Source: an optimization exercise on an open RTL-to-GDS flow (aim: small area). Production flows keep margins and buffers that such runs may drop.
In this exercise RTL edits were held to simulation tests only and were not proved equivalent to the original.
No activity file was given, so power comes from the tool's default toggle rates.

===== run.sh =====
#!/bin/bash
# synth_recipe.tcl (not shown) runs the flow's synth.tcl, then flattens the netlist and writes it again
# the make line also repeats each setting of config.mk as NAME=value (left out here)
make -C /OpenROAD-flow-scripts/flow DESIGN_CONFIG=/design/flow/config.mk WORK_HOME=/design/flow/orfs CLKGATE_MAP_FILE= SYNTH_SCRIPT=/design/flow/synth_recipe.tcl finish

===== constraint.sdc =====
create_clock -name core_clock -period 10.0 [get_ports {CLOCK_SIGNAL_IN}]
set_input_delay 2.0000 -clock core_clock [delete_from_list [all_inputs] [get_ports {CLOCK_SIGNAL_IN}]]
set_output_delay 2.0000 -clock core_clock [all_outputs]
set_load 0.01 [all_outputs]

===== design.v =====
module CRC(input [14:0] q, input [63:0] d, output [14:0] c);
  wire [243:0] x;
  XOR2 g0(q[8], d[57], x[0]);
  XOR2 g1(d[11], x[0], x[1]);
  XOR2 g2(q[1], d[50], x[2]);
  XOR2 g3(q[0], d[49], x[3]);
  XOR2 g4(q[14], d[63], x[4]);
  XOR2 g5(x[1], x[3], x[5]);
  XOR2 g6(d[30], d[47], x[6]);
  XOR2 g7(d[29], d[43], x[7]);
  XOR2 g8(d[6], d[26], x[8]);
  XOR2 g9(d[19], d[45], x[9]);
  XOR2 g10(q[13], d[62], x[10]);
  XOR2 g11(q[9], d[58], x[11]);
  XOR2 g12(d[31], x[2], x[12]);
  XOR2 g13(d[12], d[48], x[13]);
  XOR2 g14(d[21], d[22], x[14]);
  XOR2 g15(q[2], d[51], x[15]);
  XOR2 g16(d[24], d[46], x[16]);
  XOR2 g17(d[1], d[10], x[17]);
  XOR2 g18(d[25], d[44], x[18]);
  XOR2 g19(q[7], d[56], x[19]);
  XOR2 g20(q[3], d[52], x[20]);
  XOR2 g21(d[2], d[13], x[21]);
  XOR2 g22(q[6], d[55], x[22]);
  XOR2 g23(d[4], d[9], x[23]);
  XOR2 g24(q[12], d[61], x[24]);
  XOR2 g25(q[5], d[54], x[25]);
  XOR2 g26(q[10], d[59], x[26]);
  XOR2 g27(q[11], d[60], x[27]);
  XOR2 g28(q[4], d[53], x[28]);
  XOR2 g29(d[23], d[40], x[29]);
  XOR2 g30(x[4], x[25], x[30]);
  XOR2 g31(d[32], x[8], x[31]);
  XOR2 g32(d[5], d[18], x[32]);
  XOR2 g33(x[6], x[18], x[33]);
  XOR2 g34(x[7], x[16], x[34]);
  XOR2 g35(d[27], x[9], x[35]);
  XOR2 g36(d[20], x[32], x[36]);
  XOR2 g37(x[5], x[22], x[37]);
  XOR2 g38(d[39], x[14], x[38]);
  XOR2 g39(x[12], x[28], x[39]);
  XOR2 g40(d[0], d[38], x[40]);
  XOR2 g41(d[28], x[26], x[41]);
  XOR2 g42(x[13], x[24], x[42]);
  XOR2 g43(x[11], x[35], x[43]);
  XOR2 g44(x[21], x[27], x[44]);
  XOR2 g45(d[17], x[23], x[45]);
  XOR2 g46(x[20], x[33], x[46]);
  XOR2 g47(x[10], x[17], x[47]);
  XOR2 g48(d[16], d[42], x[48]);
  XOR2 g49(d[41], x[37], x[49]);
  XOR2 g50(d[36], x[43], x[50]);
  XOR2 g51(d[34], x[41], x[51]);
  XOR2 g52(d[3], x[15], x[52]);
  XOR2 g53(x[30], x[40], x[53]);
  XOR2 g54(x[19], x[36], x[54]);
  XOR2 g55(d[32], x[34], x[55]);
  XOR2 g56(x[45], x[51], x[56]);
  XOR2 g57(d[33], x[50], x[57]);
  XOR2 g58(d[15], x[49], x[58]);
  XOR2 g59(x[17], x[29], x[59]);
  XOR2 g60(x[31], x[39], x[60]);
  XOR2 g61(d[23], x[46], x[61]);
  XOR2 g62(d[41], x[42], x[62]);
  XOR2 g63(x[29], x[44], x[63]);
  XOR2 g64(d[7], x[38], x[64]);
  XOR2 g65(d[37], x[52], x[65]);
  XOR2 g66(d[14], x[19], x[66]);
  XOR2 g67(x[34], x[61], x[67]);
  XOR2 g68(d[44], x[47], x[68]);
  XOR2 g69(d[26], d[35], x[69]);
  XOR2 g70(d[8], d[47], x[70]);
  XOR2 g71(d[5], x[30], x[71]);
  XOR2 g72(d[8], d[22], x[72]);
  XOR2 g73(d[38], x[64], x[73]);
  XOR2 g74(x[4], x[20], x[74]);
  XOR2 g75(x[53], x[56], x[75]);
  XOR2 g76(d[3], x[62], x[76]);
  XOR2 g77(d[0], d[48], x[77]);
  XOR2 g78(d[6], d[14], x[78]);
  XOR2 g79(d[35], x[31], x[79]);
  XOR2 g80(d[45], x[59], x[80]);
  XOR2 g81(d[20], x[65], x[81]);
  XOR2 g82(x[58], x[63], x[82]);
  XOR2 g83(d[1], x[14], x[83]);
  XOR2 g84(d[31], x[79], x[84]);
  XOR2 g85(x[22], x[60], x[85]);
  XOR2 g86(d[17], x[13], x[86]);
  XOR2 g87(d[10], x[12], x[87]);
  XOR2 g88(x[1], x[44], x[88]);
  XOR2 g89(x[48], x[87], x[89]);
  XOR2 g90(x[66], x[76], x[90]);
  XOR2 g91(d[29], x[23], x[91]);
  XOR2 g92(d[42], x[69], x[92]);
  XOR2 g93(x[2], x[68], x[93]);
  XOR2 g94(x[27], x[54], x[94]);
  XOR2 g95(x[15], x[67], x[95]);
  XOR2 g96(x[24], x[88], x[96]);
  XOR2 g97(x[72], x[80], x[97]);
  XOR2 g98(d[33], x[47], x[98]);
  XOR2 g99(d[11], d[12], x[99]);
  XOR2 g100(d[25], x[90], x[100]);
  XOR2 g101(d[37], x[53], x[101]);
  XOR2 g102(d[21], x[5], x[102]);
  XOR2 g103(x[55], x[97], x[103]);
  XOR2 g104(d[7], x[81], x[104]);
  XOR2 g105(d[4], d[46], x[105]);
  XOR2 g106(d[18], x[25], x[106]);
  XOR2 g107(x[6], x[100], x[107]);
  XOR2 g108(d[43], x[71], x[108]);
  XOR2 g109(x[46], x[94], x[109]);
  XOR2 g110(x[9], x[52], x[110]);
  XOR2 g111(x[4], x[39], x[111]);
  XOR2 g112(x[38], x[110], x[112]);
  XOR2 g113(d[16], x[99], x[113]);
  XOR2 g114(x[10], x[86], x[114]);
  XOR2 g115(x[3], x[105], x[115]);
  XOR2 g116(x[19], x[64], x[116]);
  XOR2 g117(x[63], x[71], x[117]);
  XOR2 g118(d[8], x[11], x[118]);
  XOR2 g119(d[2], x[8], x[119]);
  XOR2 g120(d[36], x[77], x[120]);
  XOR2 g121(d[28], x[65], x[121]);
  XOR2 g122(x[43], x[104], x[122]);
  XOR2 g123(d[34], x[89], x[123]);
  XOR2 g124(x[42], x[59], x[124]);
  XOR2 g125(x[28], x[118], x[125]);
  XOR2 g126(x[96], x[121], x[126]);
  XOR2 g127(d[2], x[45], x[127]);
  XOR2 g128(x[78], x[112], x[128]);
  XOR2 g129(x[54], x[57], x[129]);
  XOR2 g130(d[30], x[93], x[130]);
  XOR2 g131(x[103], x[109], x[131]);
  XOR2 g132(x[35], x[49], x[132]);
  XOR2 g133(x[31], x[70], x[133]);
  XOR2 g134(x[55], x[57], x[134]);
  XOR2 g135(d[13], d[39], x[135]);
  XOR2 g136(d[14], x[91], x[136]);
  XOR2 g137(d[40], x[107], x[137]);
  XOR2 g138(d[3], x[51], x[138]);
  XOR2 g139(d[19], x[84], x[139]);
  XOR2 g140(x[73], x[124], x[140]);
  XOR2 g141(x[21], x[26], x[141]);
  XOR2 g142(x[42], x[102], x[142]);
  XOR2 g143(x[7], x[78], x[143]);
  XOR2 g144(x[111], x[131], x[144]);
  XOR2 g145(x[60], x[95], x[145]);
  XOR2 g146(x[39], x[70], x[146]);
  XOR2 g147(x[32], x[33], x[147]);
  XOR2 g148(x[119], x[123], x[148]);
  XOR2 g149(d[24], x[50], x[149]);
  XOR2 g150(d[11], x[148], x[150]);
  XOR2 g151(x[16], x[92], x[151]);
  XOR2 g152(x[56], x[77], x[152]);
  XOR2 g153(x[83], x[134], x[153]);
  XOR2 g154(x[62], x[141], x[154]);
  XOR2 g155(x[122], x[142], x[155]);
  XOR2 g156(d[24], x[140], x[156]);
  XOR2 g157(d[43], x[41], x[157]);
  XOR2 g158(x[128], x[146], x[158]);
  XOR2 g159(x[117], x[158], x[159]);
  XOR2 g160(x[102], x[154], x[160]);
  XOR2 g161(x[137], x[149], x[161]);
  XOR2 g162(x[5], x[144], x[162]);
  XOR2 g163(x[33], x[75], x[163]);
  XOR2 g164(d[27], x[104], x[164]);
  XOR2 g165(x[57], x[145], x[165]);
  XOR2 g166(x[28], x[147], x[166]);
  XOR2 g167(d[42], x[163], x[167]);
  XOR2 g168(x[101], x[139], x[168]);
  XOR2 g169(d[5], x[101], x[169]);
  XOR2 g170(x[92], x[162], x[170]);
  XOR2 g171(x[99], x[130], x[171]);
  XOR2 g172(d[13], x[18], x[172]);
  XOR2 g173(d[28], x[170], x[173]);
  XOR2 g174(x[37], x[38], x[174]);
  XOR2 g175(x[98], x[127], x[175]);
  XOR2 g176(x[11], x[15], x[176]);
  XOR2 g177(x[45], x[94], x[177]);
  XOR2 g178(x[75], x[103], x[178]);
  XOR2 g179(x[21], x[125], x[179]);
  XOR2 g180(x[36], x[73], x[180]);
  XOR2 g181(d[15], x[115], x[181]);
  XOR2 g182(d[19], x[48], x[182]);
  XOR2 g183(x[40], x[143], x[183]);
  XOR2 g184(x[168], x[174], x[184]);
  XOR2 g185(x[89], x[132], x[185]);
  XOR2 g186(x[58], x[114], x[186]);
  XOR2 g187(x[157], x[186], x[187]);
  XOR2 g188(x[133], x[182], x[188]);
  XOR2 g189(x[151], x[166], x[189]);
  XOR2 g190(d[39], x[82], x[190]);
  XOR2 g191(x[74], x[171], x[191]);
  XOR2 g192(x[10], x[116], x[192]);
  XOR2 g193(x[85], x[129], x[193]);
  XOR2 g194(x[83], x[85], x[194]);
  XOR2 g195(d[35], x[91], x[195]);
  XOR2 g196(x[26], x[195], x[196]);
  XOR2 g197(x[138], x[179], x[197]);
  XOR2 g198(x[159], x[196], x[198]);
  XOR2 g199(x[0], x[156], x[199]);
  XOR2 g200(x[82], x[153], x[200]);
  XOR2 g201(x[173], x[176], x[201]);
  XOR2 g202(x[61], x[184], x[202]);
  XOR2 g203(x[177], x[202], x[203]);
  XOR2 g204(x[54], x[93], x[204]);
  XOR2 g205(x[136], x[190], x[205]);
  XOR2 g206(x[167], x[194], x[206]);
  XOR2 g207(x[155], x[183], x[207]);
  XOR2 g208(d[15], x[161], x[208]);
  XOR2 g209(x[95], x[152], x[209]);
  XOR2 g210(d[30], x[200], x[210]);
  XOR2 g211(x[84], x[172], x[211]);
  XOR2 g212(x[100], x[178], x[212]);
  XOR2 g213(x[20], x[212], x[213]);
  XOR2 g214(x[48], x[211], x[214]);
  XOR2 g215(x[164], x[187], x[215]);
  XOR2 g216(x[135], x[213], x[216]);
  XOR2 g217(x[175], x[207], x[217]);
  XOR2 g218(x[34], x[206], x[218]);
  XOR2 g219(d[9], x[188], x[219]);
  XOR2 g220(x[106], x[160], x[220]);
  XOR2 g221(x[10], x[169], x[221]);
  XOR2 g222(x[180], x[197], x[222]);
  XOR2 g223(d[9], x[165], x[223]);
  XOR2 g224(x[210], x[221], x[224]);
  XOR2 g225(x[150], x[208], x[225]);
  XOR2 g226(x[126], x[219], x[226]);
  XOR2 g227(x[113], x[198], x[227]);
  XOR2 g228(x[74], x[217], x[228]);
  XOR2 g229(x[220], x[223], x[229]);
  XOR2 g230(x[185], x[209], x[230]);
  XOR2 g231(x[191], x[222], x[231]);
  XOR2 g232(x[189], x[205], x[232]);
  XOR2 g233(x[98], x[232], x[233]);
  XOR2 g234(x[192], x[230], x[234]);
  XOR2 g235(x[105], x[214], x[235]);
  XOR2 g236(x[108], x[225], x[236]);
  XOR2 g237(x[193], x[199], x[237]);
  XOR2 g238(x[181], x[231], x[238]);
  XOR2 g239(x[204], x[226], x[239]);
  XOR2 g240(x[96], x[218], x[240]);
  XOR2 g241(x[120], x[239], x[241]);
  XOR2 g242(x[86], x[201], x[242]);
  XOR2 g243(x[215], x[235], x[243]);
  assign c[0] = x[228];
  assign c[1] = x[238];
  assign c[2] = x[227];
  assign c[3] = x[224];
  assign c[4] = x[234];
  assign c[5] = x[242];
  assign c[6] = x[229];
  assign c[7] = x[240];
  assign c[8] = x[203];
  assign c[9] = x[237];
  assign c[10] = x[216];
  assign c[11] = x[233];
  assign c[12] = x[236];
  assign c[13] = x[243];
  assign c[14] = x[241];
endmodule
module XOR2(input a, input b, output y);
  assign y = a ^ b;
endmodule
module OneShot(input pulse, input clk, input rst, output out);
	reg on, hi;
	always @(posedge clk or posedge rst) begin
		if (rst) begin
			on <= 1'b0;
			hi <= 1'b0;
		end else begin
			on <= pulse & ~on & ~hi;
			hi <= on | (hi & pulse);
		end
	end
	assign out = on;
endmodule
module can_tx(
	output tx_buf,
	output can_bitstuff,
	output txing,
	input rx,
	input tx,
	input [10:0] address,
	input [63:0] data,
	input send_data,
	input baud_tick,
	input clk,
	input rst
	);
	localparam IDLE = 7'd44;
	reg [6:0] p;
	reg f;
	reg [14:0] d;
	wire upd;
	wire [14:0] n;
	OneShot os(send_data, clk, rst, upd);
	CRC crc(d | {15{f}}, data, n);
	wire ones = &n;
	always @(posedge clk or posedge rst) begin
		if (rst) begin
			f <= 1'b1;
			d <= 15'd0;
		end else if (upd) begin
			f <= ones;
			if (!ones) d <= n;
		end
	end
	wire idle = ~p[6] & p[5] & ~p[4] & ~p[1] & ~p[0];
	wire sof_addr = ~p[6] & p[5] & ((~p[4] & (p[1] | p[0])) | (p[4] & (~p[3] | ~(p[2] | p[1] | p[0]))));
	wire eof_last = ~p[6] & ~p[5] & p[4] & p[3];
	assign txing = ~idle;
	assign can_bitstuff = p[6] | (~p[5] & ~p[4] & ~(&p[3:0])) | (p[5] & (p[4] | p[1]));
	reg amux, cmux;
	always @(*) begin
		case (p[3:0])
			4'd0: amux = address[8];
			4'd1: amux = address[7];
			4'd2: amux = address[6];
			4'd3: amux = address[5];
			4'd4: amux = address[4];
			4'd5: amux = address[3];
			4'd6: amux = address[2];
			4'd7: amux = address[1];
			4'd8: amux = address[0];
			4'd12: amux = 1'b1;
			4'd14: amux = address[10] & ~p[4];
			4'd15: amux = address[9] & ~p[4];
			default: amux = 1'b0;
		endcase
		case (p[3:0])
			4'd15: cmux = 1'b1;
			default: cmux = d[4'd14 - p[3:0]];
		endcase
	end
	wire dmux = data[6'd63 - p[5:0]];
	assign tx_buf = p[6] ? dmux : p[5] ? amux : p[4] | cmux;
	wire load = (sof_addr & (rx ^ tx)) | eof_last;
	always @(posedge clk or posedge rst) begin
		if (rst) p <= IDLE;
		else if (baud_tick) begin
			if (load) p <= IDLE;
			else if (~idle | send_data) p <= p + 7'd1;
		end
	end
endmodule
module tx_container(output tx, input tx_buf, input can_bitstuff, input clk);
	reg prev;
	reg [12:0] t;
	reg w;
	wire keep = can_bitstuff & (tx_buf == prev);
	wire m4000 = t[0] & t[1] & t[2] & ~t[3] & ~t[4] & t[5] & ~t[7] & ~t[9] & ~t[11] & ~t[12];
	wire m5000 = t[2] & t[3] & t[4] & t[5] & t[6] & t[7];
	wire clr = ~keep | (w & m5000);
	always @(posedge clk) begin
		prev <= tx_buf;
		if (clr) begin
			t <= 13'd34;
			w <= 1'b0;
		end else begin
			t <= {t[11:0], ~(t[12] ^ t[0])};
			w <= w | m4000;
		end
	end
	assign tx = tx_buf ^ w;
endmodule
module BaudGen(input clk, input rst, output baud_tick);
	reg [9:0] s;
	reg half;
	wire last = s[0] & ~s[1] & ~s[3] & s[4] & ~s[5] & ~s[7] & s[8];
	assign baud_tick = last & ~half;
	always @(posedge clk) begin
		if (rst | last) s <= 10'd95;
		else s <= {s[8:0], ~(s[9] ^ s[2])};
		if (rst) half <= 1'b0;
		else if (last) half <= ~half;
	end
endmodule
module Main(
	output CAN_TX,
	output txing,
	input CAN_RX,
	input RESET,
	input CLOCK_SIGNAL_IN,
	input send_data,
	input [10:0] address,
	input [63:0] transmit_data
	);
	wire baud_tick, tx_buf, can_bitstuff;
	BaudGen baud_calc(CLOCK_SIGNAL_IN, RESET, baud_tick);
	can_tx tx_block(tx_buf, can_bitstuff, txing, CAN_RX, CAN_TX, address,
		transmit_data, send_data, baud_tick, CLOCK_SIGNAL_IN, RESET);
	tx_container stuffer(CAN_TX, tx_buf, can_bitstuff, CLOCK_SIGNAL_IN);
endmodule

===== config.mk =====
export PLATFORM = sky130hd
export DESIGN_NAME = Main
export DESIGN_NICKNAME = Main
export VERILOG_FILES = /design/flow/design.v
export SDC_FILE = /design/flow/constraint.sdc
export NUM_CORES = 4
export LEC_CHECK = 0
export CAP_MARGIN = 20
export CORE_MARGIN = 2
export CORE_UTILIZATION = 40
export SLEW_MARGIN = 20
export SYNTH_HIERARCHICAL = 1
export SYNTH_MINIMUM_KEEP_SIZE = 0

==> notes.md <==
## per-layer routing
metal | up-vias | part of all wire | track usage | routed length (microns)
met3 | 24 | 0.050 | 0.02567 | 858
li1 | 1873 | - | - | -
met2 | 135 | 0.48 | 0.4011 | 8129
met5 | - | 0 | 0 | 0
met4 | 0 | 0.029 | 0.08603 | 497
met1 | 2029 | 0.44 | 0.3286 | 7590
## area by class of cell
type                    instances  area, sq um  share of cell area
multi-input cells             433         3945              0.6232
well taps                     176        220.2             0.03479
clock buffers                   6        150.1             0.02372
inverters                       9        33.78            0.005337
repair buffers                 82        815.8              0.1289
clock inverters                 2        13.76            0.002174
flip-flops and latches         51         1151              0.1819
## state kept, by name (all words and copies together) (netlist names)
signal / cells
tx_block.p: 7
tx_block.os.hi: 1
stuffer.t: 13
stuffer.w: 1
tx_block.d: 15
tx_block.f: 1
stuffer.prev: 1
baud_calc.s: 10
baud_calc.half: 1
tx_block.os.on: 1
## synth_stat cells, types with 3 or more instances
cell type / count
xor2_1: 247
dfxtp_1: 26
dfrtp_1: 21
or2_2: 18
buf_4: 17
mux2_2: 16
mux4_2: 14
mux2i_1: 13
nor3b_2: 10
nand2_1: 9
a21oi_1: 6
clkbuf_1: 6
nand3_1: 6
nand4_1: 6
nor2_1: 6
buf_6: 5
ha_1: 5
inv_1: 5
nand2b_1: 5
nor2b_1: 5
nor3_1: 5
and2_1: 4
dfstp_2: 4
a21o_1: 3
a22o_1: 3
buf_2: 3
mux4_1: 3
nand3b_1: 3
nor4b_2: 3
xnor2_1: 3
## per-module statistics from Yosys, one instance, submodules excluded, a selection
| module | times used | cell area [sq um] | flip-flops and latches | cells |
|---|---|---|---|---|
| can_tx | 1 | 2115 | 23 | 189 |
| OneShot | 1 | 73.82 | 2 | 5 |
| CRC | 1 | 112.6 | 0 | 15 |
| BaudGen | 1 | 346.6 | 11 | 30 |
| XOR2 | 244 | 8.758 | 0 | 1 |
| tx_container | 1 | 566.8 | 15 | 41 |
## per-stage QoR
stage,area (sq um),util,total power [mW]
finish,6330,0.4818,2.524
global route,6330,0.4818,2.681
CTS,6330,0.4818,2.486
detailed placement,6166,0.4693,2.269
global placement,6166,0.4693,2.294
floorplan,5351,-,2.159
## final timing paths
| path | startpoint | end | cells past startpoint |
|---|---|---|---|
| min reg2reg | baud_calc.s[0] | baud_calc.s[1] | 1 |
| max | transmit_data[12] | tx_block.d[10] | 16 |
| max in group asynchronous | RESET | tx_block.d[10] | 2 |
| min in group asynchronous | RESET | tx_block.os.on | 2 |
| min | baud_calc.s[0] | baud_calc.s[1] | 1 |
| max reg2reg | tx_block.f | tx_block.d[10] | 15 |
## power by group
group / total (mW) / switching, mW / internal [mW] / leakage [nW]
sequential: 0.322 / 0.0482 / 0.274 / 0.502
clock: 0.187 / 0.0785 / 0.108 / 0.0820
combinational: 2.02 / 1.25 / 0.762 / 2.07
total: 2.52 / 1.38 / 1.14 / 2.66
## cells by family after synthesis
kind of cell | count (synthesis) | synth area share
xor gates and xnor gates | 252 | 0.4174
and+or+nand+nor | 93 | 0.1211
adders and majority gates | 5 | 0.01169
AOI/OAI and AO/OA | 37 | 0.05542
buffers and inverters | 40 | 0.04770
DFF | 51 | 0.2151
muxes | 46 | 0.1316
## critical path, delay by kind of cell
family / cells / cell delay (ns)
buffers and inverters: 1 / 0.63
and+or+nand+nor: 1 / 0.21
AOI/OAI and AO/OA: 1 / 0.97
xor gates and xnor gates: 12 / 3.21
muxes: 1 / 0.43
==> results_dict.tcl <==
set metrics [dict create \
    post-route-min-period_ns 7.287 \
    rows 42 \
    coreArea_sq_um 13140 \
    worstMarginPinSlew_ns 1.019 \
    die_x_microns 119.7 \
    clk_latency_ns 0.29 \
    area_growth_pct 18.28 \
    crit_chain "clkdlybuf4s50_1 > xor2_1 > xor2_1 > xor2_1 > xor2_1 > xor2_1 > xor2_1 > xor2_1 > xor2_1 > xor2_1 > xor2_1 > xor2_1 > xor2_1 > nand4_1 > o41ai_4 > mux2_2" \
    dr.pass1.iters 5 \
    finalNetCount 666 \
    dieArea_sq_um 14320 \
    cts_sinks 51 \
    period_share 0.7287 \
    totalWireLength_mm 17.08 \
    dr_total_vias 4061 \
    layout-drive-gt1-share 0.1492 \
    crit_fanout 16 \
    worst_path_most_repeated_cell "xor2_1" \
    finalMaxSlewViolations 0 \
    clock_skew_ns 0.01250 \
    antennaDiodeCount 0 \
    place.gp.congestion 0.9725 \
    root_buffer "clkbuf_16" \
    drc_errors 0 \
    maxCapViolCount 0 \
    syn_area_sq_um 5351 \
    synthesis.nets 608 \
    clk_path_buf_depth 2 \
    slew_headroom 0.3184 \
    ant_nets 0 \
    cts_setup_buffers 0 \
    hold_path.class "reg -> reg" \
    cts_tree "built" \
    grt_overflow 0 \
    routedWlPerCell_microns 22.50 \
    p_per_area_nw_per_um2 398.8 \
    yosysTopAreaCell "xor2_1" \
    port_buffers 80 \
    grt_usage 0.2423 \
    yosys-top-cells-area "xor2_1 (40%), dfrtp_1 (9.8%), dfxtp_1 (9.7%)" \
    synthCells 524 \
    synth_flop_cell "dfxtp_1" \
    grt_max_degree 25 \
    r2r_slack_ns 4.14 \
    final_common_cell "xor2_1" \
    ys_types 65 \
    timing.final.ws_setup_ns 2.713 \
    grt_antenna_before_repair 0 \
    n_fill_cell 1270 \
    worstPathRequired_ns 10.17 \
    setup_viol 0 \
    syn_area_per_cell_sq_um 10.21 \
    seq_area_frac_synth 0.2151 \
    start_util 0.4073 \
    whs_ns 0.4369 \
    critPathCaptureType "register" \
    ios 81 \
    fmax_mhz 137.2 \
    cts_max_level 2 \
    arrival_ns 7.45 \
    async_flop_share 0.4902 \
    placedCellCount 751 \
    numCtsBuffers 5 \
    critPathLaunchType "input pin" \
    clkSlewWorstSetupHoldPaths_ns 0.07 \
    synth-seq-cells 51 \
    viasPerCell 5.350 \
    rsz0062_at_grt "no" \
    die_y_microns 119.7 \
    status "no timing/DRC/antenna violations" \
    hold_viol 0 \
    critPathSlowestCell "o41ai_4" \
    synth_edf_count 0 \
    post_cts_resized 0 \
    final_cell_mix "xor2_1 (247), clkdlybuf4s50_1 (80), dfxtp_1 (26)" \
    slowest_delay_ns 0.97 \
    power.leakage_nw 2.656 \
    first_global_vias 4278 \
    layout.cells.non_filler 759 \
    dp_hpwl_mm 13.80 \
    holdBufCountCts 0 \
    worst-setup-path-type "in -> reg" \
    synth_top_cell_area_share 0.4043 \
    grt_pass1_wl_mm 25.90 \
    place_ws_ns 2.559 \
    setup-tns-final_ns 0 \
    peakVddDrop_v 0.0001906 \
    yosys_warnings 10 \
    drtIter0Drc 292 \
]

[port drivers added, routing unchanged]
The flow's constraints put no driver on any port. The routed layout listed below was extracted and timed again, unchanged, in two steps. Step 1, drivers: a clkbuf_16 drives CLOCK_SIGNAL_IN and a buf_2 each remaining input, both assumed. Step 2, shift: input delay + t, output delay - t, t = (earliest + latest rising clock arrival at the registers) / 2. This alone moves slack from input paths to output paths. a / b / c = ideal / step 1 / step 2; a / b = the first two.
shift t [ns]: 0.325
setup slack, ns: 2.713 / 2.725 / 2.401
worst register clock-pin slew, ns: 0.08 / 0.08
After both steps setup and hold are still met in this run. The setup slack of this run moves by +0.012 ns with the drivers and by -0.312 ns with both steps.
